From an optimization exercise on the open Yosys and OpenROAD flow, aimed at small area; shortcuts taken in it are not production practice. Function was checked by simulation only, so behaviour that the tests miss may differ from the original. No activity file was given, so power comes from the tool's default toggle rates. No driver is modelled on the clock port, so clocking that relies on it looks cheaper here than on a real chip.

==> design.v <==
module ECC_MODULE(
input clk,
input [7:0] din,
input en,           
input sel_a,        
input sel_x,        
input acc,          
output [7:0] dout
);
reg [7:0] d, q, a2, a1, a0, x;
wire [7:0] f = {8{en}} & (d ^ q);
wire [7:0] g2, g1, g0;
wire s0 = f[5] ^ f[6];
wire s1 = f[3] ^ f[4];
wire s2 = f[2] ^ f[6];
wire s3 = f[1] ^ s0;
wire s4 = f[7] ^ s2;
wire s5 = f[0] ^ s3;
wire s6 = f[4] ^ s0;
wire s7 = f[5] ^ s1;
wire s8 = s2 ^ s5;
wire s9 = f[2] ^ s1;
wire s10 = f[4] ^ s4;
wire s11 = f[6] ^ s9;
wire s12 = f[2] ^ s11;
wire s13 = f[0] ^ s6;
wire s14 = f[7] ^ s7;
wire s15 = s13 ^ s14;
wire s16 = f[7] ^ s3;
wire s17 = f[1] ^ s16;
wire s18 = f[3] ^ f[7];
wire s19 = s10 ^ s14;
wire s20 = s3 ^ s15;
wire s21 = f[3] ^ s15;
wire s22 = f[0] ^ f[3];
wire s23 = s6 ^ s8;
wire s24 = s4 ^ s5;
wire s25 = s22 ^ s24;
assign g2[7] = s6;
assign g2[6] = s14;
assign g2[5] = s11;
assign g2[4] = s25;
assign g2[3] = s8;
assign g2[2] = s5;
assign g2[1] = s21;
assign g2[0] = s17;
assign g1[7] = s11;
assign g1[6] = s25;
assign g1[5] = s23;
assign g1[4] = s20;
assign g1[3] = s22;
assign g1[2] = s12;
assign g1[1] = s6;
assign g1[0] = s14;
assign g0[7] = s16;
assign g0[6] = s13;
assign g0[5] = s7;
assign g0[4] = s9;
assign g0[3] = s19;
assign g0[2] = s10;
assign g0[1] = s18;
assign g0[0] = s4;
always @(posedge clk) begin
    d  <= din;
    q  <= a2;
    a2 <= g2 ^ a1;
    a1 <= g1 ^ a0;
    a0 <= g0;
    x  <= x ^ ({8{acc}} & dout);
end
assign dout = ({8{en}} & d) | ({8{sel_x}} & x) | ({8{sel_a}} & a2);
endmodule
module ECC_array(
input clk,
input rst_n,
input [127:0] axis_ins_tdata,
input axis_ins_tvalid,
output axis_ins_tready,
output [127:0] axis_ous_tdata,
output axis_ous_valid,
input axis_ous_ready 
    );
assign axis_ins_tready = 1'b1;
reg v, t1, t2, t3, t4, sa, vo, rs;
wire last = v & ~axis_ins_tvalid;
always @(posedge clk or negedge rst_n) begin
    if (!rst_n) begin
        v  <= 1'b0;
        t1 <= 1'b0;
        t2 <= 1'b0;
        t3 <= 1'b0;
        t4 <= 1'b0;
        sa <= 1'b0;
        vo <= 1'b0;
    end else begin
        v  <= axis_ins_tvalid;
        t1 <= last;
        t2 <= t1;
        t3 <= t2;
        t4 <= t3;
        sa <= last | t1 | t2;
        vo <= axis_ins_tvalid | v | t1 | t2 | t3;
    end
end
always @(posedge clk or negedge rst_n) begin
    if (!rst_n)
        rs <= 1'b1;
    else
        rs <= 1'b0;
end
wire acc = ~last;
wire sel_x = t4 | rs;
assign axis_ous_valid = vo;
genvar l;
generate
for (l = 0; l < 16; l = l + 1) begin : lane
    ECC_MODULE u (
        .clk(clk),
        .din(axis_ins_tdata[8*l+7:8*l]),
        .en(v),
        .sel_a(sa),
        .sel_x(sel_x),
        .acc(acc),
        .dout(axis_ous_tdata[127-8*l:120-8*l])
    );
end
endgenerate
endmodule
==> flow/run.sh <==
#!/bin/bash
# Standard ORFS layout (standard.sh) with three changes:
#  - synthesis maps the logic with an area-oriented ABC script (flow/synth.tcl)
#  - ports are buffered with the smallest buffer, sky130_fd_sc_hd__buf_1
#  - CTS uses clkbuf_16 buffers, larger sink clusters and no dummy loads
# Each tool's output goes to a log file in the work folder.
set -euo pipefail
W=$(pwd)
export OWN_ABC_SCRIPT=$W/flow/abc_area.script
export BUFFER_PORTS_ARGS="-buffer_cell sky130_fd_sc_hd__buf_1"
export CTS_ARGS="-sink_clustering_enable -repair_clock_nets -buf_list sky130_fd_sc_hd__clkbuf_16 -sink_clustering_size 35 -sink_clustering_max_diameter 70 -dont_use_dummy_load"
bash standard.sh SYNTH_SCRIPT=$W/flow/synth.tcl finish > $W/standard_make.log 2>&1
==> flow/abc_area.script <==
strash
&get -n
&st
&dch
&nf -R 1000
&put
topo
==> flow/synth.tcl <==
# The standard synthesis (synth_recipe.tcl), with an area-oriented ABC
# mapping script in place of ORFS's: only the combinational mapping changes.
proc synth {args} { yosys synth -nofsm -noshare {*}$args }
proc abc {args} {
  set i [lsearch -exact $args -script]
  if { $i >= 0 } {
    set args [lreplace $args [expr {$i + 1}] [expr {$i + 1}] $::env(OWN_ABC_SCRIPT)]
  }
  yosys abc {*}$args
}
source $::env(SCRIPTS_DIR)/synth.tcl
# left out here: clear keep_hierarchy, flatten, clean up, hide names made inside functions, write 1_2_yosys.v
==> standard.sh <==
#!/bin/bash
# synth_recipe.tcl (not shown) runs the flow's synth.tcl, then flattens the netlist and writes it again
# the make line also repeats each setting of config.mk as NAME=value (left out here)
make -C /OpenROAD-flow-scripts/flow DESIGN_CONFIG=/design/flow/config.mk WORK_HOME=/design/flow/orfs CLKGATE_MAP_FILE= SYNTH_SCRIPT=/design/flow/synth_recipe.tcl "${@:-finish}"
==> config.mk <==
export PLATFORM = sky130hd
export DESIGN_NAME = ECC_array
export DESIGN_NICKNAME = ECC_array
export VERILOG_FILES = /design/flow/design.v
export SDC_FILE = /design/flow/constraint.sdc
export NUM_CORES = 4
export LEC_CHECK = 0
export CAP_MARGIN = 20
export CORE_MARGIN = 2
export CORE_UTILIZATION = 60
export SLEW_MARGIN = 20
==> constraint.sdc <==
create_clock -name core_clock -period 3.2 [get_ports {clk}]
set_input_delay 0.6400 -clock core_clock [delete_from_list [all_inputs] [get_ports {clk}]]
set_output_delay 0.6400 -clock core_clock [all_outputs]
set_load 0.01 [all_outputs]
==> results.yml, run 1 <==
yosys:
  async_reset_ff_share_pct: 1.03
  synth_cell_types: 16
  yosys-top-cells-count: "768 x dfxtp_1, 513 x nand2_1, 471 x xor2_1"
  syn-cell-area_um2: 26600
  yosys.cell_count.top_type: "dfxtp_1"
  synth.area.top_cells: "dfxtp_1 58%, xor2_1 15%, xnor2_1 15%, nand2_1 7.2%, a22oi_1 3.6%"
  yosysTopAreaCell: "dfxtp_1"
  synth_flop_cell: "dfxtp_1"
  synth_top_area_share_pct: 57.7
  syn-instance-count: 2354
  ys_seq_area_share_pct: 58.5
  synth_edf_count: 0
  yosys_register_bits: 776
  syn_area_per_cell_um2: 11.3
  yosys_warnings: 2
routing:
  via_per_inst: 4.83
  drc: 0
  vias: 15900
  drt-initial-drc-count: 687
  drt_pre_antenna_iters: 4
  wirelength_mm: 50.5
  routedWlPerCell_um: 15.4
  ant_nets: 0
layout:
  final_cell_area_um2: 30600
  seq_area_um2: 15600
  multi_input_area_um2: 11900
  drive_above_1_share_pct: 7.33
  fin_nets: 2820
  num-fill-cells: 3492
  fin_cells: 3279
  area_delta_synth_final_pct: 14.7
placement:
  dpl.hpwl_mm: 35.9
  place_area_um2: 29600
  dpl.cell_count: 3240
  place.gp.congestion: 0.804
  port_buffers: 259
setup_path:
  worstPathMaxFanout: 38
  path_common_cell: "nand2_1"
  crit_slowest_cell: "dfstp_2"
  crit_chain: "or2_4, buf_4, nand2_1, nand2_1, buf_1"
  crit_path_start_kind: "flop"
  cp.arrival_ns: 2.37
  path_class: "flop to primary output"
  cp.required_ns: 2.56
  worst_path_largest_cell_delay_ns: 0.54
  end_kind: "primary output"
global_route:
  grt_pass1_wl_mm: 82.6
  grt_max_degree: 48
  grt_pass1_vias: 16500
  grt-ovfl-total: 0
  antenna_found_initial: 1
  grt_usage_pct: 21.9
cts:
  cts-resized-gates: 0
  cts_buffers: 37
  root_buffer: "clkbuf_16"
  htree_levels: 2
  cts_num_sinks: 776
  clock_path_buffers: 3
  cts_tree: "yes"
  clk_pin_slew_worst_paths_ns: 0.12
  worstSkewPairLatency_ns: 0.59
timing:
  final.setup_skew_ns: 0.0400
  tightest_slew_ns: 0.660
  setup_tns_ns: 0
  finalCritPeriodShare_pct: 94.1
  setup_viol_count_final: 0
  finalHoldViolCount: 0
  rsz0062_at_grt: "no"
  fmax_mhz: 332
  holdWs_ns: 0.146
  maxSlewViolCount: 0
  slew_headroom_pct: 56.0
  min_period_ns: 3.01
status:
  outcome: "finished clean"
die:
  core_area_um2: 44000
  ios: 262
  initial_core_util_pct: 60.5
  die-area_um2: 46100
  die_h_um: 215
  fp.dieW_um: 215
  fp-row-count: 77
job:
  cap_violations: 0
power_and_ir_drop:
  switchingPower_mw: 15.5
  power_density_nw_per_um2: 1380
  p_clk_share_pct: 11.6
  p_sw_share_pct: 36.6
  power_mw: 42.3
  p_comb_share_pct: 47.9
  pwr-share-seq_pct: 40.5
  p_leak_nw: 12.8
  vdd.ir_drop.worst_mv: 0.869
  p_int_mw: 26.8
hold_path:
  worstHoldPathType: "input port to flop"
-- placed cells by master, fill, tap and decap left out, drive strengths merged, types with 2 or more instances in the layout --
cell type / instances
a22oi: 128
buf: 295
clkbuf: 37
conb: 2
dfrtp: 7
dfxtp: 768
nand2: 513
xnor2: 456
xor2: 471
-- metrics by stage --
stage	util [%]	setup WS (ns)
floorplan	-	-1.21
global placement	67.3	0.563
detailed placement	67.3	0.459
CTS	69.4	0.160
global route	69.4	0.0424
finish	69.4	0.189
-- worst max-delay path, delay by kind of cell, from the launching register on --
kind | cells | cell delay (ns)
DFF | 1 | 0.54
and+or+nand+nor | 3 | 0.67
buffers and inverters | 2 | 0.55
-- power groups by stage --
stage          Combinational (mW)  Sequential [mW]  Clock [mW]
2_1_floorplan                16.7             16.8           0
3_3_place_gp                 19.9             17.2           0
3_5_place_dp                 20.4             17.3           0
4_1_cts                      20.6             17.2        5.06
5_1_grt                      22.5             17.6        5.35
6_report                     20.2             17.1        4.92
-- worst paths after layout --
| kind | slack [ns] | cells after the start | to | startpoint |
|---|---|---|---|---|
| worst min-delay path | 0.15 | 1 | lane[7].u.d[3] | axis_ins_tdata[59] |
| worst max-delay path | 0.19 | 5 | axis_ous_tdata[120] | rs |
| max in group asynchronous | 2.33 | 2 | sa | rst_n |
| min in group asynchronous | 0.51 | 2 | t2 | rst_n |
| worst max register to register | 0.43 | 7 | lane[2].u.a1[5] | v |
| worst min register to register | 0.33 | 0 | lane[15].u.q[0] | lane[15].u.a2[0] |
-- state kept, by name, summed over array words and instances (netlist names) --
register   flops
t2             1
rs             1
lane.u.a0    128
t4             1
t3             1
sa             1
vo             1
lane.u.q     128
v              1
lane.u.a2    128
lane.u.d     128
t1             1
lane.u.x     128
lane.u.a1    128
-- area by class of cell --
type | count | area share [%]
repair buffers | 296 | 4.43
flip-flops and latches | 776 | 51.0
multi-input cells | 1576 | 39.1
inverters | 1 | 0.0123
well taps | 592 | 2.42
diodes | 1 | 0.00819
clock buffers | 37 | 3.03
-- routing by layer --
metal	track usage, %	up-vias	routed length [um]
met1	29.5	7563	23500
met4	6.20	2	1150
met2	37.0	214	23900
met3	3.30	66	1990
met5	0	-	16
li1	-	8006	-
-- cells by family after synthesis --
group / Yosys count / share of synthesized area (%)
and+or+nand+nor: 517 / 7.31
other: 2 / 0.0282
AOI/OAI and AO/OA: 130 / 3.65
xor gates and xnor gates: 927 / 30.5
DFF: 776 / 58.5
buffers and inverters: 2 / 0.0423
-- repair_timing --
action	4_1_cts	5_1_grt
hold endpoints to repair	7	0
hold buffers	1	0
buffers inserted	0	0
==> run 2: changes to the inputs <==
==> flow/run.sh (replaced) <==
#!/bin/bash
# Standard ORFS layout (standard.sh) with these changes:
#  - synthesis maps the logic with an area-oriented ABC script (flow/synth.tcl)
#  - ports are buffered with the smallest buffer, sky130_fd_sc_hd__buf_1
#  - CTS uses clkbuf_16 buffers, larger sink clusters and no dummy loads
#  - the floorplan step does not resize gates for timing before placement
#    (REMOVE_ABC_BUFFERS=1; the ABC script above inserts no buffers)
# Each tool's output goes to a log file in the work folder.
set -euo pipefail
W=$(pwd)
export OWN_ABC_SCRIPT=$W/flow/abc_area.script
export REMOVE_ABC_BUFFERS=1
export BUFFER_PORTS_ARGS="-buffer_cell sky130_fd_sc_hd__buf_1"
export CTS_ARGS="-sink_clustering_enable -repair_clock_nets -buf_list sky130_fd_sc_hd__clkbuf_16 -sink_clustering_size 30 -sink_clustering_max_diameter 100 -dont_use_dummy_load"
bash standard.sh SYNTH_SCRIPT=$W/flow/synth.tcl finish > $W/standard_make.log 2>&1
==> run 2 against run 1 <==
Against the previous run:
- first-iteration DRC count increased by 10%
- die area unchanged
- register-to-register slack improved by 0.02 ns
- final area decreased by 3.1%
- clock power decreased by 12%
- global-route usage decreased by 0.45 points
- setup slack got worse by 0.024 ns
- area after synthesis unchanged
- wire length decreased by 1.5%
- core utilization decreased by 2.2 points
- still clean
- critical endpoint is now axis_ous_tdata[21]
- non-clock buffer count increased by 15
- total power decreased by 4.1%
- highest routed layer unchanged
==> results.yml, run 2 <==
die:
  core_area_um2: 44000
  initial_core_util_pct: 60.5
  die-area_um2: 46100
  fp-row-count: 77
  die_h_um: 215
  ios: 262
  fp.dieW_um: 215
cts:
  worstSkewPairLatency_ns: 0.61
  clock_path_buffers: 3
  clk_pin_slew_worst_paths_ns: 0.11
  cts_tree: "yes"
  cts_buffers: 29
  cts_num_sinks: 776
  htree_levels: 1
  root_buffer: "clkbuf_16"
routing:
  drt-initial-drc-count: 757
  vias: 15900
  via_per_inst: 4.83
  ant_nets: 0
  wirelength_mm: 49.8
  routedWlPerCell_um: 15.1
  drc: 0
  drt_pre_antenna_iters: 4
timing:
  tightest_slew_ns: 0.681
  slew_headroom_pct: 54.6
  final.setup_skew_ns: 0.0140
  finalCritPeriodShare_pct: 94.8
  finalHoldViolCount: 0
  setup_tns_ns: 0
  maxSlewViolCount: 0
  rsz0062_at_grt: "no"
  min_period_ns: 3.04
  fmax_mhz: 329
  setup_viol_count_final: 0
job:
  cap_violations: 0
power_and_ir_drop:
  p_leak_nw: 12.3
  power_density_nw_per_um2: 1370
  vdd.ir_drop.worst_mv: 0.705
layout:
  final_util_pct: 67.2
  fin_nets: 2827
  mostFrequentLayoutCell: "dfxtp_1"
  layout_common_cells: "768 x dfxtp_1, 513 x nand2_1, 471 x xor2_1"
  final_cell_area_um2: 29600
  area_delta_synth_final_pct: 11.2
  fin_cells: 3289
  drive_above_1_share_pct: 3.16
yosys:
  yosys-top-cells-count: "768 x dfxtp_1, 513 x nand2_1, 471 x xor2_1"
  synth_flop_cell: "dfxtp_1"
  yosys_warnings: 2
  ys_seq_area_share_pct: 58.5
  syn-instance-count: 2354
  synth_top_area_share_pct: 57.7
  yosys_register_bits: 776
  yosysTopAreaCell: "dfxtp_1"
  async_reset_ff_share_pct: 1.03
  syn_area_per_cell_um2: 11.3
  synth.area.top_cells: "dfxtp_1 58%, xor2_1 15%, xnor2_1 15%, nand2_1 7.2%, a22oi_1 3.6%"
  synth_edf_count: 0
  syn-cell-area_um2: 26600
  yosys.cell_count.top_type: "dfxtp_1"
  synth_cell_types: 16
global_route:
  globalRouteMet3Util_pct: 2.78
  grt_pass1_vias: 16300
  use_met1_pct: 29.1
  antenna_found_initial: 6
  grt_usage_pct: 21.5
  grt_use_met2_pct: 36.4
  grt_pass1_wl_mm: 81.6
  grt-ovfl-total: 0
  grt_max_degree: 67
  globalRoute.busiestLayer: "met2"
placement:
  port_buffers: 259
  place_area_um2: 28900
  dpl.hpwl_mm: 35.8
  dpl.cell_count: 3255
  place.gp.congestion: 0.849
hold_path:
  worstHoldPathType: "input port to flop"
status:
  outcome: "finished clean"
setup_path:
  path_class: "flop to primary output"
  end_kind: "primary output"
  cp.required_ns: 2.56
  cp.arrival_ns: 2.40
  crit_path_start_kind: "flop"
  worstPathMaxFanout: 34
[run 2: cell counts after synthesis]
No cell type changed its count.
[run 2: layout make-up]
cell class,instances,area (um2)
Antenna cell,4,10.0
Clock buffer,29,726
Fill cell,3660,14400
Inverter,1,3.75
Multi-Input combinational cell,1576,11100
Sequential cell,776,15600
Tap cell,592,741
Timing Repair Buffer,311,1490
[run 2: where the power goes]
group	internal, mW	switching, mW	total (mW)
Clock	1.63	2.71	4.34
Sequential	14.9	2.21	17.1
Combinational	9.23	9.86	19.1
Total	25.8	14.8	40.5
[run 2: cells by family (layout without fill, tap and decap cells)]
kind of cell | Yosys count | count (layout) | synth area share (%)
compound gates | 130 | 130 | 3.65
xor+xnor | 927 | 927 | 30.5
buf+inv | 2 | 341 | 0.0423
flops | 776 | 776 | 58.5
other cells | 2 | 6 | 0.0282
simple gates | 517 | 517 | 7.31
[run 2: routing by layer]
metal,vias to the layer above,share of wire [%]
met3,72,3.2
li1,8058,-
met2,225,47
met1,7524,47
met4,4,2.7
met5,-,0.054
[run 2: final timing paths]
path                               startpoint                 end  slack, ns  cells after the start
setup / recovery                           rs  axis_ous_tdata[21]       0.16                      5
hold / removal             axis_ins_tdata[89]     lane[11].u.d[1]       0.11                      1
setup reg to reg                            v     lane[3].u.a1[4]       0.45                      7
hold reg to reg               lane[4].u.a2[0]      lane[4].u.q[0]       0.35                      0
max in group asynchronous               rst_n                   v       2.41                      2
min in group asynchronous               rst_n                  t4       0.47                      2
[run 2: worst max-delay path, stage by stage, from the launching register on]
cell     delay (ns)
dfstp_2        0.54
or2_4          0.54
buf_4          0.28
nand2_1        0.07
nand2_1        0.07
buf_1          0.28
[run 2: stage by stage]
step | hold slack [ns] | setup WS (ns) | power (mW)
detailed placement | 0.337 | 0.454 | 36.5
floorplan | 0.331 | -5.15 | 32.2
CTS | 0.0750 | 0.123 | 41.1
finish | 0.114 | 0.165 | 40.5
global route | 0.0837 | 0.0738 | 43.7
global placement | 0.335 | 0.513 | 35.9
[run 2: repair_timing]
action	CTS	global route
gates resized for setup	0	0
endpoints found under the hold margin	7	0
hold buffers	1	0
buffers inserted	0	0
==> run 3: changes to the inputs <==
--- a/design.v
+++ b/design.v
@@ -81,7 +81,7 @@
 input axis_ous_ready 
     );
 assign axis_ins_tready = 1'b1;
-reg v, t1, t2, t3, t4, sa, vo, rs;
+reg v, t1, t2, t3, sa, sx, vo;
 wire last = v & ~axis_ins_tvalid;
 always @(posedge clk or negedge rst_n) begin
     if (!rst_n) begin
@@ -89,7 +89,6 @@
         t1 <= 1'b0;
         t2 <= 1'b0;
         t3 <= 1'b0;
-        t4 <= 1'b0;
         sa <= 1'b0;
         vo <= 1'b0;
     end else begin
@@ -97,19 +96,17 @@
         t1 <= last;
         t2 <= t1;
         t3 <= t2;
-        t4 <= t3;
         sa <= last | t1 | t2;
         vo <= axis_ins_tvalid | v | t1 | t2 | t3;
     end
 end
 always @(posedge clk or negedge rst_n) begin
     if (!rst_n)
-        rs <= 1'b1;
+        sx <= 1'b1;
     else
-        rs <= 1'b0;
+        sx <= t3;
 end
 wire acc = ~last;
-wire sel_x = t4 | rs;
 assign axis_ous_valid = vo;
 genvar l;
 generate
@@ -119,7 +116,7 @@
         .din(axis_ins_tdata[8*l+7:8*l]),
         .en(v),
         .sel_a(sa),
-        .sel_x(sel_x),
+        .sel_x(sx),
         .acc(acc),
         .dout(axis_ous_tdata[127-8*l:120-8*l])
     );
--- a/flow/run.sh
+++ b/flow/run.sh
@@ -11,5 +11,5 @@
 export OWN_ABC_SCRIPT=$W/flow/abc_area.script
 export REMOVE_ABC_BUFFERS=1
 export BUFFER_PORTS_ARGS="-buffer_cell sky130_fd_sc_hd__buf_1"
-export CTS_ARGS="-sink_clustering_enable -repair_clock_nets -buf_list sky130_fd_sc_hd__clkbuf_16 -sink_clustering_size 30 -sink_clustering_max_diameter 100 -dont_use_dummy_load"
+export CTS_ARGS="-sink_clustering_enable -repair_clock_nets -buf_list sky130_fd_sc_hd__clkbuf_16 -sink_clustering_size 34 -sink_clustering_max_diameter 120 -dont_use_dummy_load"
 bash standard.sh SYNTH_SCRIPT=$W/flow/synth.tcl finish > $W/standard_make.log 2>&1
--- a/config.mk
+++ b/config.mk
@@ -8,4 +8,5 @@
 export CAP_MARGIN = 20
 export CORE_MARGIN = 2
 export CORE_UTILIZATION = 60
+export GPL_TIMING_DRIVEN = 0
 export SLEW_MARGIN = 20
==> run 3 against run 2 <==
Against the previous run:
- largest cell class unchanged
- maximum frequency is 0.45% lower
- non-clock buffer count fell by 35
- register-to-register slack worse by 0.28 ns
- flip-flop and latch count decreased by 1
- final cell count down 1.5%
- critical path depth stayed put
- final area is 0.34% lower
- synthesized cell count fell by 0.42%
- total power shrank 1.6%
- still clean on timing, DRC and antenna
- sequential share of layout area grew 0.11 points
==> results.yml, run 3 <==
status:
  outcome: "finished clean"
cts:
  clk_pin_slew_worst_paths_ns: 0.12
  cts_num_sinks: 775
  cts_buffers: 26
  htree_levels: 1
  root_buffer: "clkbuf_16"
  cts_tree: "yes"
  worstSkewPairLatency_ns: 0.60
  clock_path_buffers: 3
layout:
  fin_nets: 2779
  final_util_pct: 67.2
  drive_above_1_share_pct: 2.65
  layout_common_cells: "768 x dfxtp_1, 492 x nand2_1, 456 x xnor2_1"
  area_delta_synth_final_pct: 11.0
  num-fill-cells: 3513
  mostFrequentLayoutCell: "dfxtp_1"
timing:
  fmax_mhz: 328
  slew_headroom_pct: 57.4
  maxSlewViolCount: 0
  finalHoldViolCount: 0
  min_period_ns: 3.05
  final.setup_skew_ns: 0.0336
  setup_viol_count_final: 0
  tightest_slew_ns: 0.634
  finalCritPeriodShare_pct: 95.3
  setup_tns_ns: 0
setup_path:
  r2r_start: "v"
  r2r_slack_ns: 0.17
  crit_slowest_cell: "dfrtp_4"
  crit_chain: "buf_12, buf_12, a22oi_1, nand2_1, buf_1"
  crit_path_start_kind: "flop"
  cp.arrival_ns: 2.41
  worst_path_largest_cell_delay_ns: 0.79
  worstPathMaxFanout: 39
  path_class: "flop to primary output"
  cp.required_ns: 2.56
  path_common_cell: "buf_12"
  end_kind: "primary output"
  timing.rr.end: "lane[12].u.a2[3]"
  reg2regPathDepth: 8
yosys:
  syn-cell-area_um2: 26600
  synth.area.top_cells: "dfxtp_1 58%, xnor2_1 15%, xor2_1 15%, nand2_1 6.9%, a22oi_1 3.4%"
  yosys.cell_count.top_type: "dfxtp_1"
  synth_top_area_share_pct: 57.8
  async_reset_ff_share_pct: 0.903
  yosys_warnings: 2
  yosysTopAreaCell: "dfxtp_1"
  ys_seq_area_share_pct: 58.5
  syn_area_per_cell_um2: 11.3
  synth_cell_types: 16
  synth_flop_cell: "dfxtp_1"
  synth_edf_count: 0
  yosys_register_bits: 775
  yosys-top-cells-count: "768 x dfxtp_1, 492 x nand2_1, 468 x xnor2_1"
  syn-instance-count: 2344
power_and_ir_drop:
  p_leak_nw: 12.1
  power_density_nw_per_um2: 1350
  vdd.ir_drop.worst_mv: 0.783
global_route:
  grt_pass1_vias: 16200
  grt_usage_pct: 21.7
  grt_max_degree: 66
  grt-ovfl-total: 0
  antenna_found_initial: 5
  grt_pass1_wl_mm: 82.1
routing:
  via_per_inst: 4.87
  drt-initial-drc-count: 659
  drc: 0
  drt_pre_antenna_iters: 5
  ant_nets: 0
  routedWlPerCell_um: 15.7
  vias: 15800
  wirelength_mm: 51.0
placement:
  dpl.hpwl_mm: 35.2
  place.gp.congestion: 0.805
  port_buffers: 259
hold_path:
  worstHoldPathType: "input port to flop"
  min_to: "lane[0].u.d[6]"
  worstHoldStart: "axis_ins_tdata[6]"
  holdPathStages: 1
die:
  core_area_um2: 43900
  fp.dieW_um: 215
  die_h_um: 215
  fp-row-count: 77
  ios: 262
  die-area_um2: 46000
  initial_core_util_pct: 60.5
job:
  cap_violations: 0
run 3: changes by cell type in the layout (fill, tap and decap cells not counted), moves of 2 or more:
cell | before | now
clkbuf_16 | 29 | 27
nand2_1 | 513 | 492
clkinv_1 | 1 | 8
nor2_1 | 1 | 8
xor2_2 | 0 | 12
a222oi_1 | 0 | 7
xor2_1 | 471 | 447
xnor2_2 | 0 | 12
buf_4 | 41 | 2
a22oi_1 | 128 | 121
buf_12 | 10 | 5
buf_16 | 0 | 7
run 3: worst max-delay path by stage:
| stage | from | endpoint | slack, ns | depth (start not counted) |
|---|---|---|---|---|
| 6_report | sa | axis_ous_tdata[103] | 0.15 | 5 |
| 5_1_grt | v | lane[12].u.a1[5] | -0.03 | 8 |
| 4_1_cts | v | lane[6].u.a2[3] | 0.02 | 8 |
| 3_5_place_dp | v | lane[6].u.a1[5] | -0.20 | 8 |
| 3_3_place_gp | v | lane[15].u.x[2] | -13.69 | 4 |
| 2_1_floorplan | v | lane[15].u.x[0] | -5.15 | 4 |
run 3: critical path, delay by kind of cell (launching register included):
family                 cells  cell delay [ns]
DFF                        1             0.79
and+or+nand+nor            1             0.11
AOI/OAI and AO/OA          1             0.10
buffers and inverters      3             0.80
run 3: routing by layer:
metal | part of all wire, % | wire, um | GRT usage [%] | vias to the layer above
li1 | - | - | - | 7955
met5 | 0.053 | 27 | 0 | -
met4 | 1.7 | 874 | 5.16 | 4
met2 | 47 | 24100 | 36.8 | 223
met3 | 3.9 | 1990 | 3.28 | 53
met1 | 47 | 23900 | 29.2 | 7563
run 3: cells by family after synthesis:
family / after synthesis / synth area share, %
compound gates: 130 / 3.72
flops: 775 / 58.5
other cells: 1 / 0.0141
buf+inv: 9 / 0.141
xor+xnor: 927 / 30.5
simple gates: 502 / 7.10
run 3: layout make-up:
type	instances	area [um2]	area share (%)
repair buffers	276	1330	4.49
clock buffers	26	651	2.20
flip-flops and latches	775	15600	52.7
inverters	8	30.0	0.102
multi-input cells	1560	11200	37.9
diodes	4	10.0	0.0339
well taps	592	741	2.51
run 3: where the power goes:
part | internal, mW | switching (mW)
sequential | 14.9 | 2.21
combinational | 8.96 | 9.68
clock | 1.48 | 2.70
run 3: per-stage QoR:
step           cell area, um2  std cells  hold WS, ns  power, mW  setup slack, ns
2_1_floorplan           26600       2343        0.331       32.0            -5.15
3_3_place_gp            28300       3194        0.334       35.3           -13.69
3_5_place_dp            28600       3204        0.338       35.7           -0.195
4_1_cts                 29300       3234       0.0765       40.1           0.0216
5_1_grt                 29500       3239       0.0811       42.9          -0.0327
6_report                29500       3241        0.114       39.9            0.151
run 3: timing repair:
item / 4_1_cts / 5_1_grt
hold endpoints to repair: 6 / 0
setup buffers: 3 / 2
resized for setup: 0 / 24
gates cloned: 0 / 1
hold buffers: 1 / 0
endpoints found under the setup margin: 67 / 70
==> run 4: changes to the inputs <==
==> design.v (replaced) <==
module ECC_MODULE(
input clk,
input [7:0] din,
input en,           
input sel_d,        
input sel_a,        
input sel_x,        
input acc,          
output [7:0] dout
);
reg [7:0] d, f, a2, a1, a0, x;
wire [7:0] fe = {8{en}} & f;
wire [7:0] g2, g1, g0;
wire s0 = fe[3] ^ fe[7];
wire s1 = fe[0] ^ fe[3];
wire s2 = fe[4] ^ fe[6];
wire s3 = fe[6] ^ fe[7];
wire s4 = fe[5] ^ s3;
wire s5 = fe[3] ^ s2;
wire s6 = fe[2] ^ s5;
wire s7 = fe[1] ^ s4;
wire s8 = fe[5] ^ s2;
wire s9 = fe[6] ^ s6;
wire s10 = fe[2] ^ s3;
wire s11 = s4 ^ s5;
wire s12 = s7 ^ s10;
wire s13 = s1 ^ s7;
wire s14 = fe[0] ^ s8;
wire s15 = s8 ^ s9;
wire s16 = s0 ^ s12;
wire s17 = s0 ^ s6;
wire s18 = s0 ^ s13;
wire s19 = s12 ^ s14;
wire s20 = fe[7] ^ s11;
wire s21 = fe[0] ^ s3;
wire s22 = fe[6] ^ s13;
wire s23 = fe[0] ^ s12;
assign g2[7] = s8;
assign g2[6] = s11;
assign g2[5] = s6;
assign g2[4] = s16;
assign g2[3] = s23;
assign g2[2] = s18;
assign g2[1] = s21;
assign g2[0] = s4;
assign g1[7] = s6;
assign g1[6] = s16;
assign g1[5] = s19;
assign g1[4] = s22;
assign g1[3] = s1;
assign g1[2] = s5;
assign g1[1] = s8;
assign g1[0] = s11;
assign g0[7] = s7;
assign g0[6] = s14;
assign g0[5] = s20;
assign g0[4] = s9;
assign g0[3] = s15;
assign g0[2] = s17;
assign g0[1] = s0;
assign g0[0] = s10;
always @(posedge clk) begin
    d  <= din;
    f  <= din ^ a2;
    a2 <= g2 ^ a1;
    a1 <= g1 ^ a0;
    a0 <= g0;
    x  <= x ^ ({8{acc}} & dout);
end
assign dout = ({8{sel_d}} & d) | ({8{sel_a}} & a2) | ({8{sel_x}} & x);
endmodule
module ECC_array(
input clk,
input rst_n,
input [127:0] axis_ins_tdata,
input axis_ins_tvalid,
output axis_ins_tready,
output [127:0] axis_ous_tdata,
output axis_ous_valid,
input axis_ous_ready 
    );
assign axis_ins_tready = 1'b1;
reg v, t1, t2, t3, sa, sx, rs, sd, vo;
wire last = v & ~axis_ins_tvalid;
always @(posedge clk or negedge rst_n) begin
    if (!rst_n) begin
        v  <= 1'b0;
        t1 <= 1'b0;
        t2 <= 1'b0;
        t3 <= 1'b0;
        sa <= 1'b0;
        sd <= 1'b0;
        vo <= 1'b0;
    end else begin
        v  <= axis_ins_tvalid;
        t1 <= last;
        t2 <= t1;
        t3 <= t2;
        sa <= last | t1 | t2;
        sd <= ~(last | t1 | t2 | t3 | rs);
        vo <= axis_ins_tvalid | v | t1 | t2 | t3;
    end
end
always @(posedge clk or negedge rst_n) begin
    if (!rst_n) begin
        sx <= 1'b1;
        rs <= 1'b1;
    end else begin
        sx <= t3;
        rs <= 1'b0;
    end
end
wire acc = (v & axis_ins_tvalid) | sa | sx;
assign axis_ous_valid = vo;
genvar l;
generate
for (l = 0; l < 16; l = l + 1) begin : lane
    ECC_MODULE u (
        .clk(clk),
        .din(axis_ins_tdata[8*l+7:8*l]),
        .en(v),
        .sel_d(sd),
        .sel_a(sa),
        .sel_x(sx),
        .acc(acc),
        .dout(axis_ous_tdata[127-8*l:120-8*l])
    );
end
endgenerate
endmodule
==> run 4 against run 3 <==
Against the previous run:
- register-to-register slack better by 0.05 ns
- global-route usage rose by 0.19 points
- total power fell by 1.2%
- die area is 1.1% lower
==> results.yml, run 4 <==
status:
  outcome: "finished clean"
cts:
  clock_path_buffers: 3
  worstSkewPairLatency_ns: 0.60
  htree_levels: 1
  cts_tree: "yes"
  cts_num_sinks: 777
  root_buffer: "clkbuf_16"
  clk_pin_slew_worst_paths_ns: 0.12
  cts_buffers: 26
global_route:
  grt-ovfl-total: 0
  antenna_found_initial: 7
  grt_pass1_vias: 15400
  grt_usage_pct: 21.9
  grt_pass1_wl_mm: 79.5
  grt_max_degree: 64
timing:
  finalHoldViolCount: 0
  min_period_ns: 3.07
  fmax_mhz: 325
  holdWs_ns: 0.167
  maxSlewViolCount: 0
  finalCritPeriodShare_pct: 96.0
  setup_viol_count_final: 0
  rsz0062_at_grt: "no"
  final.setup_skew_ns: 0.0260
  slew_headroom_pct: 60.2
  tightest_slew_ns: 0.595
die:
  ios: 262
  fp.dieW_um: 213
  die_h_um: 213
  initial_core_util_pct: 60.9
  die-area_um2: 45500
  fp-row-count: 76
  core_area_um2: 43200
job:
  cap_violations: 0
layout:
  fin_nets: 2660
  num-fill-cells: 3423
  mostFrequentLayoutCell: "dfxtp_1"
  area_delta_synth_final_pct: 12.0
  seq_area_um2: 15600
  multi_input_area_um2: 10400
  layout_common_cells: "768 x dfxtp_1, 636 x xor2_1, 259 x buf_1"
  drive_above_1_share_pct: 4.16
  fin_cells: 3112
  final_cell_area_um2: 29400
yosys:
  synth_flop_cell: "dfxtp_1"
  synth.area.top_cells: "dfxtp_1 58%, xor2_1 22%, xnor2_1 8.0%, a222oi_1 4.9%, clkinv_1 2.1%"
  yosys.cell_count.top_type: "dfxtp_1"
  syn-instance-count: 2211
  yosys-top-cells-count: "768 x dfxtp_1, 656 x xor2_1, 240 x xnor2_1"
  synth_cell_types: 15
  syn-cell-area_um2: 26300
  synth_edf_count: 0
  ys_seq_area_share_pct: 59.4
  yosys_register_bits: 777
  synth_top_area_share_pct: 58.5
  yosysTopAreaCell: "dfxtp_1"
  syn_area_per_cell_um2: 11.9
  async_reset_ff_share_pct: 1.16
  yosys_warnings: 2
power_and_ir_drop:
  power_mw: 39.4
  p_leak_nw: 12.0
  vdd.ir_drop.worst_mv: 0.815
  p_clk_share_pct: 10.6
  p_comb_share_pct: 45.8
  pwr-share-seq_pct: 43.6
  power_density_nw_per_um2: 1340
  switchingPower_mw: 14.7
  p_sw_share_pct: 37.4
  p_int_mw: 24.7
routing:
  via_per_inst: 5.00
  drt_pre_antenna_iters: 9
  wirelength_mm: 51.6
  ant_nets: 0
  vias: 15600
  routedWlPerCell_um: 16.6
  drt-initial-drc-count: 1318
  drc: 0
hold_path:
  worstHoldPathType: "input port to flop"
setup_path:
  cp.required_ns: 2.56
  cp.arrival_ns: 2.43
  end_kind: "primary output"
  worstPathMaxFanout: 59
  path_class: "flop to primary output"
  crit_path_start_kind: "flop"
placement:
  dpl.cell_count: 3071
  place_area_um2: 28300
  place.gp.congestion: 0.799
  port_buffers: 259
  dpl.hpwl_mm: 34.6
-- run 4: cell count changes after synthesis, sizes merged, moves of 136 or more --
cell,before,now
xor2,459,656
nand2,492,129
xnor2,468,240
clkinv,8,144
-- run 4: area by class of cell --
| type | instances | share of cell area (%) |
|---|---|---|
| inverters | 144 | 1.84 |
| repair buffers | 290 | 4.96 |
| clock buffers | 26 | 2.21 |
| well taps | 585 | 2.49 |
| flip-flops and latches | 777 | 53.0 |
| diodes | 1 | 0.00850 |
| multi-input cells | 1289 | 35.5 |
-- run 4: through the flow --
step                      setup slack, ns  setup TNS [ns]  utilization, %
after CTS                          0.0363               0            67.7
after detailed placement           -0.251           -2.13            65.6
after global placement             -16.54        -3450.40            64.8
final                               0.127               0            68.2
after floorplan                     -6.17         -975.48               -
after global routing              0.00794               0            68.2
-- run 4: power by group through the flow --
stage,Sequential (mW),Combinational [mW],Clock (mW)
2_1_floorplan,16.9,14.1,0
3_3_place_gp,17.4,17.2,0
3_5_place_dp,17.4,17.5,0
4_1_cts,17.2,18.0,4.31
5_1_grt,17.6,20.2,4.60
6_report,17.2,18.1,4.16
-- run 4: critical path: stages (launching register included) --
cell and delay [ns]:
dfstp_4 0.94, buf_16 0.35, a222oi_1 0.15, buf_4 0.16, clkinv_1 0.06, buf_1 0.15
-- run 4: kinds of logic after synthesis --
kind of cell    count (synthesis)  synth area share, %
compound gates                129                 4.90
xor+xnor                      896                 29.9
buf+inv                       145                 2.08
flops                         777                 59.4
other cells                     2               0.0286
simple gates                  262                 3.77
-- run 4: metal layers --
metal / part of all wire, % / global-route usage (%) / wire [um] / vias up
met4: 1.7 / 3.76 / 880 / 14
met3: 5.8 / 4.28 / 3000 / 53
met2: 47 / 36.4 / 24100 / 313
li1: - / - / - / 7679
met5: 0.17 / 0 / 86 / -
met1: 46 / 30.0 / 23500 / 7503
-- run 4: worst paths after layout --
check,from,to,slack [ns],cells past startpoint
min in group asynchronous,rst_n,vo,0.50,2
worst min register to register,t1,t2,0.40,0
worst max-delay path,sx,axis_ous_tdata[65],0.13,5
max in group asynchronous,rst_n,sa,2.34,2
worst max register to register,v,lane[1].u.a1[6],0.22,8
worst min-delay path,axis_ins_tdata[94],lane[11].u.d[6],0.17,1
-- run 4: repair_timing --
action / in CTS / in global routing
gates resized for setup: 22 / 21
cloned: 0 / 2
setup endpoints to repair: 51 / 30
hold endpoints to repair: 7 / 0
pin swaps: 8 / 9
hold buffers: 1 / 0
buffers inserted: 7 / 4
==> run 5: changes to the inputs <==
--- a/design.v
+++ b/design.v
@@ -12,53 +12,54 @@
 wire [7:0] fe = {8{en}} & f;
 wire [7:0] g2, g1, g0;
 wire s0 = fe[3] ^ fe[7];
-wire s1 = fe[0] ^ fe[3];
-wire s2 = fe[4] ^ fe[6];
-wire s3 = fe[6] ^ fe[7];
-wire s4 = fe[5] ^ s3;
-wire s5 = fe[3] ^ s2;
-wire s6 = fe[2] ^ s5;
-wire s7 = fe[1] ^ s4;
-wire s8 = fe[5] ^ s2;
-wire s9 = fe[6] ^ s6;
-wire s10 = fe[2] ^ s3;
-wire s11 = s4 ^ s5;
-wire s12 = s7 ^ s10;
-wire s13 = s1 ^ s7;
-wire s14 = fe[0] ^ s8;
-wire s15 = s8 ^ s9;
-wire s16 = s0 ^ s12;
-wire s17 = s0 ^ s6;
-wire s18 = s0 ^ s13;
-wire s19 = s12 ^ s14;
-wire s20 = fe[7] ^ s11;
-wire s21 = fe[0] ^ s3;
-wire s22 = fe[6] ^ s13;
-wire s23 = fe[0] ^ s12;
-assign g2[7] = s8;
-assign g2[6] = s11;
-assign g2[5] = s6;
-assign g2[4] = s16;
-assign g2[3] = s23;
-assign g2[2] = s18;
-assign g2[1] = s21;
-assign g2[0] = s4;
-assign g1[7] = s6;
-assign g1[6] = s16;
+wire s1 = fe[4] ^ fe[6];
+wire s2 = fe[5] ^ s1;
+wire s3 = fe[1] ^ fe[5];
+wire s4 = fe[6] ^ fe[7];
+wire s5 = fe[2] ^ s4;
+wire s6 = fe[0] ^ s3;
+wire s7 = fe[3] ^ s1;
+wire s8 = fe[5] ^ s4;
+wire s9 = fe[2] ^ s6;
+wire s10 = fe[2] ^ s7;
+wire s11 = fe[6] ^ s10;
+wire s12 = s7 ^ s8;
+wire s13 = s0 ^ s10;
+wire s14 = fe[6] ^ s6;
+wire s15 = fe[0] ^ fe[3];
+wire s16 = fe[1] ^ s8;
+wire s17 = s6 ^ s16;
+wire s18 = fe[7] ^ s12;
+wire s19 = s2 ^ s9;
+wire s20 = s0 ^ s6;
+wire s21 = fe[0] ^ s2;
+wire s22 = fe[2] ^ s0;
+wire s23 = s3 ^ s22;
+wire s24 = s8 ^ s22;
+assign g2[7] = s2;
+assign g2[6] = s12;
+assign g2[5] = s10;
+assign g2[4] = s23;
+assign g2[3] = s9;
+assign g2[2] = s14;
+assign g2[1] = s17;
+assign g2[0] = s8;
+assign g1[7] = s10;
+assign g1[6] = s23;
 assign g1[5] = s19;
-assign g1[4] = s22;
-assign g1[3] = s1;
-assign g1[2] = s5;
-assign g1[1] = s8;
-assign g1[0] = s11;
-assign g0[7] = s7;
-assign g0[6] = s14;
-assign g0[5] = s20;
-assign g0[4] = s9;
-assign g0[3] = s15;
-assign g0[2] = s17;
+assign g1[4] = s20;
+assign g1[3] = s15;
+assign g1[2] = s7;
+assign g1[1] = s2;
+assign g1[0] = s12;
+assign g0[7] = s16;
+assign g0[6] = s21;
+assign g0[5] = s18;
+assign g0[4] = s11;
+assign g0[3] = s24;
+assign g0[2] = s13;
 assign g0[1] = s0;
-assign g0[0] = s10;
+assign g0[0] = s5;
 always @(posedge clk) begin
     d  <= din;
     f  <= din ^ a2;
==> run 5 against run 4 <==
Against the previous run:
- final area down 0.73%
- maximum frequency decreased by 0.54%
- sequential power about the same
- area after synthesis is 0.30% higher
- core utilization shrank 0.64 points
- sequential share of layout area grew 0.39 points
- non-clock buffer count did not move
- global-route usage grew 0.40 points
- first-iteration DRC count fell by 20%
- via count shrank 0.10%
- total power fell by 5.3%
- worst hold slack worse by 0.0013 ns
- critical path type unchanged
- highest routed layer unchanged
==> results.yml, run 5 <==
routing:
  vias: 15500
  drc: 0
  ant_nets: 0
  drt-initial-drc-count: 1054
  drt_pre_antenna_iters: 9
  routedWlPerCell_um: 16.7
  via_per_inst: 4.99
  wirelength_mm: 51.9
cts:
  cts_tree: "yes"
  cts_buffers: 26
  worstSkewPairLatency_ns: 0.60
  root_buffer: "clkbuf_16"
  cts_num_sinks: 777
  clk_pin_slew_worst_paths_ns: 0.12
  htree_levels: 1
  clock_path_buffers: 3
die:
  core_area_um2: 43300
  fp-row-count: 76
  initial_core_util_pct: 60.9
  die-area_um2: 45600
  fp.dieW_um: 214
  ios: 262
  die_h_um: 214
yosys:
  yosys.cell_count.top_type: "dfxtp_1"
  syn-cell-area_um2: 26400
  yosys_warnings: 2
  yosysTopAreaCell: "dfxtp_1"
  synth_flop_cell: "dfxtp_1"
  async_reset_ff_share_pct: 1.16
  yosys_register_bits: 777
  synth.area.top_cells: "dfxtp_1 58%, xor2_1 19%, xnor2_1 11%, a222oi_1 4.9%, nand2_1 1.8%"
  yosys-top-cells-count: "768 x dfxtp_1, 566 x xor2_1, 346 x xnor2_1"
  syn-instance-count: 2211
  synth_top_area_share_pct: 58.3
  synth_edf_count: 0
  ys_seq_area_share_pct: 59.2
  syn_area_per_cell_um2: 11.9
  synth_cell_types: 15
layout:
  drive_above_1_share_pct: 2.53
  layout_common_cells: "768 x dfxtp_1, 566 x xor2_1, 346 x xnor2_1"
  mostFrequentLayoutCell: "dfxtp_1"
  final_util_pct: 67.6
  fin_nets: 2660
  area_delta_synth_final_pct: 10.9
  fin_cells: 3113
  num-fill-cells: 3488
power_and_ir_drop:
  power_mw: 37.3
  p_clk_share_pct: 11.1
  switchingPower_mw: 13.5
  p_int_mw: 23.8
  power_density_nw_per_um2: 1280
  p_sw_share_pct: 36.1
  p_comb_share_pct: 43.1
  pwr-share-seq_pct: 45.8
  vdd.ir_drop.worst_mv: 0.674
  p_leak_nw: 11.7
status:
  outcome: "finished clean"
setup_path:
  cp.required_ns: 2.56
  reg2regPathDepth: 7
  r2r_start: "v"
  r2r_slack_ns: 0.25
  path_class: "flop to primary output"
  worstPathMaxFanout: 35
  timing.rr.end: "lane[4].u.a1[0]"
  end_kind: "primary output"
  cp.arrival_ns: 2.45
  crit_path_start_kind: "flop"
timing:
  maxSlewViolCount: 0
  fmax_mhz: 324
  rsz0062_at_grt: "no"
  tightest_slew_ns: 0.673
  slew_headroom_pct: 55.0
  final.setup_skew_ns: 0.0327
  setup_viol_count_final: 0
  min_period_ns: 3.09
  finalCritPeriodShare_pct: 96.6
  finalHoldViolCount: 0
global_route:
  grt_pass1_vias: 15600
  grt_usage_pct: 22.3
  grt_max_degree: 58
  grt-ovfl-total: 0
  antenna_found_initial: 4
  grt_pass1_wl_mm: 80.7
job:
  cap_violations: 0
hold_path:
  worstHoldStart: "axis_ins_tdata[93]"
  min_to: "lane[11].u.d[5]"
  worstHoldPathType: "input port to flop"
  holdPathStages: 1
placement:
  port_buffers: 259
  dpl.hpwl_mm: 35.6
  dpl.cell_count: 3071
  place.gp.congestion: 0.811
run 5: cell types whose count changed after synthesis:
cell,delta
xor2_1,-90
xnor2_1,+106
clkinv_1,-16
run 5: what timing repair did:
item	CTS	global route
setup buffers	8	4
pin swaps	2	6
hold endpoints to repair	7	0
resized for setup	0	2
hold buffers	1	0
setup endpoints to repair	39	14
cloned	0	1
run 5: final cells by class:
class / instances / area [um2] / share of cell area [%]
multi-input cells: 1305 / 10300 / 35.2
repair buffers: 290 / 1460 / 4.98
inverters: 128 / 480 / 1.64
well taps: 585 / 732 / 2.50
flip-flops and latches: 777 / 15600 / 53.4
clock buffers: 26 / 651 / 2.23
diodes: 2 / 5.00 / 0.0171
run 5: cells by family after synthesis:
kind of cell / count (synthesis) / synth area share [%]
DFF: 777 / 59.2
and+or+nand+nor: 262 / 3.76
buffers and inverters: 129 / 1.85
xor gates and xnor gates: 912 / 30.3
AOI/OAI and AO/OA: 129 / 4.89
other: 2 / 0.0285
run 5: worst max path at each step:
stage / startpoint / to / slack [ns]
floorplan: v / lane[0].u.x[0] / -6.17
global placement: v / lane[15].u.x[5] / -16.67
detailed placement: v / lane[1].u.a1[0] / 0.27
CTS: sd / axis_ous_tdata[5] / 0.01
global route: v / lane[1].u.a1[0] / 0.02
finish: sx / axis_ous_tdata[91] / 0.11
run 5: power groups by stage:
stage               combinational [mW]  sequential [mW]  clock (mW)
finish                            16.1             17.1        4.13
global route                      18.0             17.5        4.58
CTS                               16.3             17.1        4.28
detailed placement                16.0             17.3           0
global placement                  15.7             17.3           0
floorplan                         12.9             16.8           0
run 5: worst max-delay path, cell delays in order, from the launching register on:
cell	delay [ns]
dfstp_4	0.59
buf_16	0.22
buf_12	0.19
a222oi_1	0.46
clkinv_1	0.19
buf_1	0.16
run 5: per-stage QoR:
stage	hold WS (ns)	instance area [um2]	TNS (ns)	setup WS, ns
floorplan	0.344	26400	-925.31	-6.17
global placement	0.360	28100	-3434.35	-16.67
detailed placement	0.370	28400	0	0.265
CTS	0.133	29200	0	0.00999
global route	0.142	29200	0	0.0182
finish	0.166	29200	0	0.110
run 5: per-layer routing:
metal,track usage [%],share of wire [%],up-vias
met2,37.5,47,319
met1,30.6,46,7460
met5,0,0.048,-
li1,-,-,7707
met4,4.60,1.9,4
met3,3.31,4.8,56
==> run 6: changes to the inputs <==
--- a/config.mk
+++ b/config.mk
@@ -7,6 +7,6 @@
 export LEC_CHECK = 0
 export CAP_MARGIN = 20
 export CORE_MARGIN = 2
-export CORE_UTILIZATION = 60
+export CORE_UTILIZATION = 70
 export GPL_TIMING_DRIVEN = 0
 export SLEW_MARGIN = 20
==> run 6 against run 5 <==
Against the previous run:
- wire length is 3.9% lower
- sequential power hardly changed
- die area is 14% lower
- critical path type unchanged
==> results.yml, run 6 <==
yosys:
  synth_compound_area_share_pct: 4.89
  yosys_register_bits: 777
  yosys_warnings: 2
  synth-adder-area-share_pct: 0
  synth_top_family_by_area: "XOR/XNOR gates"
  synth_top_area_share_pct: 58.3
  yosysTopAreaCell: "dfxtp_1"
  synthMuxAreaShare_pct: 0
  yosys-top-cells-count: "768 x dfxtp_1, 566 x xor2_1, 346 x xnor2_1"
  yosys.cell_count.top_type: "dfxtp_1"
  synth.area.top_cells: "dfxtp_1 58%, xor2_1 19%, xnor2_1 11%, a222oi_1 4.9%, nand2_1 1.8%"
  synth_flop_cell: "dfxtp_1"
  synth-simple-area-share_pct: 3.76
  ys_seq_area_share_pct: 59.2
  synth_edf_count: 0
  syn_area_per_cell_um2: 11.9
  syn-instance-count: 2211
  synth_cell_types: 15
  async_reset_ff_share_pct: 1.16
  synth_xor_area_share_pct: 30.3
  syn-cell-area_um2: 26400
cts:
  clock_path_buffers: 3
  clk_pin_slew_worst_paths_ns: 0.12
  root_buffer: "clkbuf_16"
  cts_num_sinks: 777
  worstSkewPairLatency_ns: 0.58
  htree_levels: 1
  cts_buffers: 26
  cts-resized-gates: 0
  cts_tree: "yes"
placement:
  place.gp.congestion: 0.838
  dpl.hpwl_mm: 34.3
  dpl_worst_slack_ns: 0.581
  port_buffers: 259
  place_area_um2: 28300
setup_path:
  crit_chain: "buf_16, a222oi_1, clkinv_1, buf_1"
  r2r_start: "sa"
  crit_path_start_kind: "flop"
  cp.required_ns: 2.56
  r2r_slack_ns: 0.53
  worst_path_largest_cell_delay_ns: 0.69
  cp.arrival_ns: 2.49
  cp_top_family: "buffers and inverters"
  worstPathMaxFanout: 52
  timing.rr.end: "lane[14].u.x[6]"
  end_kind: "primary output"
  cp_num_buf_inv: 3
  crit_slowest_cell: "dfrtp_4"
  cp-startpoint: "sa"
  reg2regPathDepth: 7
  path_class: "flop to primary output"
timing:
  slew_headroom_pct: 52.3
  setup_viol_count_final: 0
  final.setup_skew_ns: 0.0229
  maxSlewViolCount: 0
  fmax_mhz: 320
  tightest_slew_ns: 0.713
  finalWorstSetupSlack_ns: 0.0707
  finalHoldViolCount: 0
  min_period_ns: 3.13
  finalCritPeriodShare_pct: 97.8
hold_path:
  worstHoldPathType: "input port to flop"
  holdPathStages: 1
  worstHoldStart: "axis_ins_tdata[109]"
  min_to: "lane[13].u.d[5]"
global_route:
  grt-ovfl-total: 0
  grt_use_met2_pct: 43.6
  grt_max_degree: 57
  antenna_found_initial: 8
  globalRouteMet3Util_pct: 3.80
  grt_usage_pct: 24.9
  grt_pass1_vias: 15800
  use_met1_pct: 33.0
  grt_pass1_wl_mm: 79.3
  globalRoute.busiestLayer: "met2"
routing:
  routedWlPerCell_um: 16.4
  wirelength_mm: 49.8
  drt-initial-drc-count: 1072
  drt_pre_antenna_iters: 9
  vias: 15800
  ant_nets: 0
  drc: 0
  via_per_inst: 5.20
die:
  ios: 262
  die-area_um2: 39200
  fp.dieW_um: 198
  fp-row-count: 71
  initial_core_util_pct: 70.5
  core_area_um2: 37400
  die_h_um: 198
layout:
  area_delta_synth_final_pct: 10.1
  fin_nets: 2651
  final_cell_area_um2: 29000
  drive_above_1_share_pct: 2.11
  mostFrequentLayoutCell: "dfxtp_1"
  layout_common_cells: "768 x dfxtp_1, 566 x xor2_1, 346 x xnor2_1"
power_and_ir_drop:
  power_density_nw_per_um2: 1280
  p_leak_nw: 11.6
  vdd.ir_drop.worst_mv: 0.856
job:
  cap_violations: 0
status:
  outcome: "finished clean"
==> run 6: changes by cell type in the layout (fill, tap and decap cells not counted) <==
cell	change
buf_6	-2
clkbuf_16	-1
buf_16	+3
buf_12	-5
diode_2	+2
buf_8	-1
inv_2	-2
clkinv_1	+2
buf_4	-3
==> run 6: worst reg2reg max path, delay by kind of cell (launching register included) <==
family | cells | cell delay [ns]
AOI/OAI and AO/OA | 1 | 0.61
and+or+nand+nor | 1 | 0.10
xor gates and xnor gates | 1 | 0.16
DFF | 1 | 0.69
buffers and inverters | 4 | 0.99
==> run 6: routing by layer <==
metal / wire [um] / share of wire, %
met1: 21900 / 44
met5: 54 / 0.11
met2: 24200 / 49
met4: 914 / 1.8
met3: 2760 / 5.5
==> run 6: worst max-delay path by stage <==
| stage | to | slack (ns) | cells past startpoint |
|---|---|---|---|
| after floorplan | lane[0].u.x[0] | -6.17 | 3 |
| after global placement | lane[15].u.x[4] | -16.35 | 3 |
| after detailed placement | lane[14].u.x[1] | 0.58 | 7 |
| after CTS | axis_ous_tdata[127] | 0.06 | 4 |
| after global routing | axis_ous_tdata[127] | -0.003 | 4 |
| final | axis_ous_tdata[127] | 0.07 | 4 |
==> run 6: repair_timing <==
action                     CTS  global route
buffers inserted             0             4
hold buffers                 1             0
hold endpoints to repair     7             0
setup endpoints to repair    0             5
==> run 6: final cells by class <==
class / count / area, um2
diodes: 4 / 10.0
clock buffers: 26 / 651
fillers: 2578 / 8360
inverters: 128 / 480
multi-input cells: 1305 / 10300
flip-flops and latches: 777 / 15600
well taps: 511 / 639
repair buffers: 281 / 1350
==> run 6: logic make-up (layout without fill, tap and decap cells) <==
family / after synthesis / after routing
xor gates and xnor gates: 912 / 912
and+or+nand+nor: 262 / 262
AOI/OAI and AO/OA: 129 / 129
buffers and inverters: 129 / 435
other: 2 / 6
DFF: 777 / 777
==> run 6: per-stage QoR <==
| step | utilization (%) | TNS (ns) | std cells | total power, mW | hold slack [ns] |
|---|---|---|---|---|---|
| after global placement | 74.8 | -3346.42 | 2980 | 32.7 | 0.360 |
| after floorplan | - | -925.31 | 2210 | 29.7 | 0.344 |
| after CTS | 77.5 | 0 | 3024 | 37.5 | 0.146 |
| final | 77.6 | 0 | 3032 | 37.3 | 0.181 |
| after global routing | 77.6 | -0.00323 | 3029 | 39.9 | 0.156 |
| after detailed placement | 75.7 | 0 | 2997 | 33.2 | 0.370 |
==> run 6: power breakdown <==
| part | switching (mW) | total (mW) | internal, mW |
|---|---|---|---|
| Combinational | 8.49 | 16.0 | 7.55 |
| Sequential | 2.36 | 17.1 | 14.8 |
| Clock | 2.61 | 4.09 | 1.48 |
| Total | 13.5 | 37.3 | 23.8 |
==> run 7: changes to the inputs <==
--- a/config.mk
+++ b/config.mk
@@ -9,4 +9,5 @@
 export CORE_MARGIN = 2
 export CORE_UTILIZATION = 70
 export GPL_TIMING_DRIVEN = 0
+export PLACE_DENSITY = 0.85
 export SLEW_MARGIN = 20
==> run 7 against run 6 <==
Against the previous run:
- via count is 0.56% higher
- clock skew is 0.0048 ns lower
- register-to-register slack got worse by 0.04 ns
- core utilization fell by 0.11 points
- largest power group unchanged
- highest routed layer unchanged
==> results.yml, run 7 <==
status:
  outcome: "finished clean"
yosys:
  ys_seq_area_share_pct: 59.2
  yosysTopAreaCell: "dfxtp_1"
  synth_edf_count: 0
  synth_cell_types: 15
  async_reset_ff_share_pct: 1.16
  syn-instance-count: 2211
  syn_area_per_cell_um2: 11.9
  yosys_warnings: 2
  synth_flop_cell: "dfxtp_1"
  synth.area.top_cells: "dfxtp_1 58%, xor2_1 19%, xnor2_1 11%, a222oi_1 4.9%, nand2_1 1.8%"
  synth_top_area_share_pct: 58.3
  yosys_register_bits: 777
  syn-cell-area_um2: 26400
  yosys.cell_count.top_type: "dfxtp_1"
  yosys-top-cells-count: "768 x dfxtp_1, 566 x xor2_1, 346 x xnor2_1"
cts:
  postCtsSetupRepairBufs: 0
  cts_num_sinks: 777
  cts_buffers: 26
  cts_tree: "yes"
  root_buffer: "clkbuf_16"
  ctsHoldBuffers: 1
  htree_levels: 1
  cts-resized-gates: 0
  worstSkewPairLatency_ns: 0.59
  clock_path_buffers: 3
  clk_pin_slew_worst_paths_ns: 0.12
die:
  initial_core_util_pct: 70.5
  ios: 262
  die-area_um2: 39200
  die_h_um: 198
  fp.dieW_um: 198
  fp-row-count: 71
  core_area_um2: 37400
setup_path:
  reg2regPathDepth: 7
  r2r_slack_ns: 0.49
  path_class: "flop to primary output"
  end_kind: "primary output"
  worstPathMaxFanout: 52
  crit_path_start_kind: "flop"
  r2r_start: "v"
  cp.required_ns: 2.56
  timing.rr.end: "lane[6].u.x[1]"
  cp.arrival_ns: 2.39
routing:
  drt_pre_antenna_iters: 7
  via_per_inst: 5.23
  drc: 0
  wirelength_mm: 50.3
  drt-initial-drc-count: 1151
  ant_nets: 0
  routedWlPerCell_um: 16.6
  vias: 15800
timing:
  setup_viol_count_final: 0
  maxSlewViolCount: 0
  finalHoldViolCount: 0
  finalCritPeriodShare_pct: 94.8
  tightest_slew_ns: 0.828
  slew_headroom_pct: 44.6
  rsz0062_at_grt: "no"
  min_period_ns: 3.03
  final.setup_skew_ns: 0.0182
  fmax_mhz: 330
placement:
  port_buffers: 259
  place.gp.congestion: 0.867
  dpl.hpwl_mm: 35.1
  dpl.cell_count: 2997
global_route:
  grt_max_degree: 62
  grt_pass1_vias: 16200
  antenna_found_initial: 8
  grt-ovfl-total: 0
  grt_pass1_wl_mm: 80.4
  grt_usage_pct: 25.3
hold_path:
  worstHoldStart: "axis_ins_tdata[19]"
  min_to: "lane[2].u.d[3]"
  holdPathStages: 1
  worstHoldPathType: "input port to flop"
power_and_ir_drop:
  p_leak_nw: 11.6
  p_int_mw: 23.8
  power_density_nw_per_um2: 1290
  p_sw_share_pct: 36.5
  p_comb_share_pct: 43.1
  p_clk_share_pct: 11.0
  power_mw: 37.4
  vdd.ir_drop.worst_mv: 0.704
  pwr-share-seq_pct: 45.9
  switchingPower_mw: 13.7
job:
  cap_violations: 0
layout:
  layout_common_cells: "768 x dfxtp_1, 566 x xor2_1, 346 x xnor2_1"
  area_delta_synth_final_pct: 9.99
  fin_nets: 2647
  drive_above_1_share_pct: 1.95
  fin_cells: 3030
  mostFrequentLayoutCell: "dfxtp_1"
  num-fill-cells: 2379
[run 7: per-layer routing]
metal	global-route usage (%)	routed length [um]	vias to the layer above
li1	-	-	7681
met1	32.7	22000	7730
met2	44.2	24800	347
met3	3.36	2220	77
met4	7.66	1260	6
met5	0	39	-
[run 7: final cells by class]
class	instances	area [um2]	area share [%]
diodes	6	15.0	0.0518
clock buffers	26	651	2.24
inverters	128	480	1.66
multi-input cells	1305	10300	35.5
flip-flops and latches	777	15600	53.9
well taps	511	639	2.20
repair buffers	277	1310	4.51
[run 7: worst max-delay path by stage]
stage | start | end | slack [ns] | cells past startpoint
final | sa | axis_ous_tdata[69] | 0.17 | 4
after global routing | sa | axis_ous_tdata[16] | 0.006 | 4
after CTS | sd | axis_ous_tdata[6] | 0.17 | 4
after detailed placement | v | lane[6].u.x[1] | 0.50 | 7
after global placement | v | lane[15].u.x[4] | -15.94 | 3
after floorplan | v | lane[0].u.x[0] | -6.17 | 3
[run 7: power groups by stage]
stage	Combinational (mW)	Sequential (mW)	Clock, mW
final	16.1	17.2	4.12
after global routing	17.9	17.6	4.53
after CTS	16.3	17.2	4.21
after detailed placement	16.0	17.3	0
after global placement	15.4	17.2	0
after floorplan	12.9	16.8	0
[run 7: metrics by stage]
step	area [um2]	TNS (ns)	hold slack (ns)	utilization [%]	setup slack [ns]
floorplan	26400	-925.31	0.344	-	-6.17
global placement	28000	-3241.98	0.358	74.8	-15.94
detailed placement	28300	0	0.371	75.7	0.500
CTS	29000	0	0.149	77.5	0.167
global route	29000	0	0.151	77.5	0.00571
finish	29000	0	0.179	77.5	0.167
[run 7: worst max-delay path, stage by stage (launching register included)]
cell and delay, ns:
dfrtp_4 0.66, buf_16 0.26, a222oi_1 0.46, clkinv_1 0.23, buf_1 0.17
[run 7: kinds of logic after synthesis]
kind of cell	share of synthesized area, %
xor+xnor	30.3
flops	59.2
simple gates	3.76
compound gates	4.89
buf+inv	1.85
other cells	0.0285
==> run 8: changes to the inputs <==
==> run.sh (new file) <==
#!/bin/bash
# synth_recipe.tcl (not shown) runs the flow's synth.tcl, then flattens the netlist and writes it again
# the make line also repeats each setting of config.mk as NAME=value (left out here)
make -C /OpenROAD-flow-scripts/flow DESIGN_CONFIG=/design/flow/config.mk WORK_HOME=/design/flow/orfs CLKGATE_MAP_FILE= SYNTH_SCRIPT=/design/flow/synth_recipe.tcl finish
--- a/config.mk
+++ b/config.mk
@@ -5,9 +5,13 @@
 export SDC_FILE = /design/flow/constraint.sdc
 export NUM_CORES = 4
 export LEC_CHECK = 0
+export ABC_AREA = 0
 export CAP_MARGIN = 20
 export CORE_MARGIN = 2
 export CORE_UTILIZATION = 70
+export CTS_BUF_LIST = sky130_fd_sc_hd__clkbuf_16
+export CTS_CLUSTER_DIAMETER = 120
+export CTS_CLUSTER_SIZE = 34
 export GPL_TIMING_DRIVEN = 0
 export PLACE_DENSITY = 0.85
 export SLEW_MARGIN = 20
removed: flow/run.sh
removed: flow/abc_area.script
removed: flow/synth.tcl
removed: standard.sh
==> run 8 against run 7 <==
Against the previous run:
- still clean on timing, DRC and antenna
- area after synthesis increased by 12%
- clock power increased by 5%
- final cell count increased by 18%
- clock skew decreased by 0.0044 ns
- setup slack got worse by 0.13 ns
- clock-buffer cell count increased by 1
- synthesized cell count increased by 24%
- sequential share of layout area decreased by 7.3 points
- critical path depth increased by 1
- highest routed layer unchanged
==> results.yml, run 8 <==
yosys:
  synth_top_area_share_pct: 52.2
  yosys_warnings: 2
  yosys-top-cells-count: "768 x dfxtp_1, 541 x nand2_1, 480 x xnor2_1"
  async_reset_ff_share_pct: 1.16
  synth_flop_cell: "dfxtp_1"
  synth.area.top_cells: "dfxtp_1 52%, xnor2_1 14%, xor2_1 11%, nand2_1 6.9%, a22oi_1 3.2%"
  ys_seq_area_share_pct: 53.0
  synth_edf_count: 0
  yosys.cell_count.top_type: "dfxtp_1"
  syn-instance-count: 2735
cts:
  cts-resized-gates: 52
  postCtsSetupRepairBufs: 0
  clock_path_buffers: 3
  clk_pin_slew_worst_paths_ns: 0.12
  cts_buffers: 26
  htree_levels: 1
  ctsHoldBuffers: 0
timing:
  finalWorstSetupSlack_ns: 0.0352
  holdWs_ns: 0.321
  final.setup_skew_ns: 0.0138
  fmax_mhz: 316
  rsz0062_at_grt: "yes"
  slew_headroom_pct: 24.7
  tightest_slew_ns: 1.13
  maxSlewViolCount: 0
  finalCritPeriodShare_pct: 98.9
die:
  die_h_um: 209
  fp-row-count: 75
  ios: 262
  die-area_um2: 43700
  fp.dieW_um: 209
  initial_core_util_pct: 70.5
placement:
  port_buffers: 259
  place.gp.congestion: 0.926
  dpl_worst_slack_ns: -0.344
  dpl.cell_count: 3533
setup_path:
  crit_slowest_cell: "dfstp_2"
  end_kind: "primary output"
  crit_path_start_kind: "flop"
  reg2regPathDepth: 5
  cp-endpoint: "axis_ous_tdata[31]"
  timing.rr.end: "lane[5].u.a0[4]"
  worstPathMaxFanout: 10
  r2r_start: "v"
  cp-startpoint: "sx"
  worst_path_largest_cell_delay_ns: 0.58
routing:
  drc: 0
  ant_nets: 0
  drt_pre_antenna_iters: 5
  routedWlPerCell_um: 19.2
  wirelength_mm: 68.6
  drt-initial-drc-count: 1330
  via_per_inst: 5.30
  vias: 18900
global_route:
  globalRouteMet3Util_pct: 4.31
  grt_use_met2_pct: 53.2
  antenna_found_initial: 4
  globalRoute.busiestLayer: "met2"
  grt_pass1_vias: 19400
  grt-ovfl-total: 0
job:
  cap_violations: 0
layout:
  layout_common_cells: "768 x dfxtp_1, 541 x nand2_1, 480 x xnor2_1"
  final_util_pct: 80.3
  fin_nets: 3154
  mostFrequentLayoutCell: "dfxtp_1"
  drive_above_1_share_pct: 7.47
power_and_ir_drop:
  power_mw: 43.8
  p_leak_nw: 14.2
status:
  outcome: "finished clean"
hold_path:
  worstHoldPathType: "input port to async pin"
[run 8: cell types whose count changed in the layout (fill, tap and decap cells not counted), sizes merged, moves of 128 or more]
cell,before,now
clkinv,128,0
buf,276,114
xnor2,346,482
xor2,566,381
nand2,129,541
clkdlybuf4s50,0,259
[run 8: how the worst min path moves through the flow]
stage	startpoint	end	slack, ns
after floorplan	rst_n	sa	0.34
after global placement	t2	t3	0.38
after detailed placement	t3	sx	0.40
after CTS	rst_n	t2	0.33
after global routing	rst_n	t3	0.33
final	rst_n	t3	0.32
[run 8: stage by stage]
| stage | area (um2) | TNS [ns] |
|---|---|---|
| global route | 33500 | -0.00361 |
| finish | 33500 | 0 |
| floorplan | 29400 | 0 |
| CTS | 33500 | 0 |
| detailed placement | 32700 | -11.38 |
| global placement | 32700 | -10.64 |
[run 8: report_power, final]
part           switching (mW)  total [mW]  internal, mW
clock                    2.78        4.32          1.54
combinational            10.4        22.1          11.8
sequential               2.98        17.4          14.4
total                    16.1        43.8          27.7
[run 8: cell families (layout without fill, tap and decap cells)]
family	after synthesis	after routing	share of synthesized area, %
XOR/XNOR	903	903	29.5
other	2	5	0.0255
buffers and inverters	147	436	2.58
flip-flops	777	777	53.0
AO/OA/AOI/OAI	134	134	3.39
multiplexers	27	27	1.15
AND/OR/NAND/NOR	745	745	10.4
[run 8: area by class of cell]
| class | instances | area, um2 | area share (%) |
|---|---|---|---|
| multi-input cells | 1811 | 13100 | 39.0 |
| flip-flops and latches | 777 | 15600 | 46.5 |
| clock inverters | 3 | 15.0 | 0.0448 |
| plain buffers | 144 | 870 | 2.59 |
| well taps | 539 | 674 | 2.01 |
| diodes | 3 | 7.51 | 0.0224 |
| clock buffers | 27 | 676 | 2.02 |
| repair buffers | 259 | 2590 | 7.73 |
| inverters | 3 | 11.3 | 0.0336 |
[run 8: worst max-delay path, delay by kind of cell, from the launching register on]
| kind | cells | cell delay, ns |
|---|---|---|
| DFF | 1 | 0.58 |
| and+or+nand+nor | 1 | 0.15 |
| buffers and inverters | 3 | 1.06 |
| AOI/OAI and AO/OA | 1 | 0.10 |
[run 8: layer usage]
layer | part of all wire (%) | vias up
li1 | - | 9042
met1 | 44 | 9168
met2 | 48 | 561
met3 | 5.5 | 121
met4 | 3.2 | 2
met5 | 0.023 | -

Re-timed with assumed drivers on the ports (clkbuf_16 on the clock, buf_2 on other inputs), run 8 has -0.023 ns of setup slack against 0.035 ns with ideal ports, and 0.369 ns once port delays also move by the mid clock arrival of 0.667 ns.
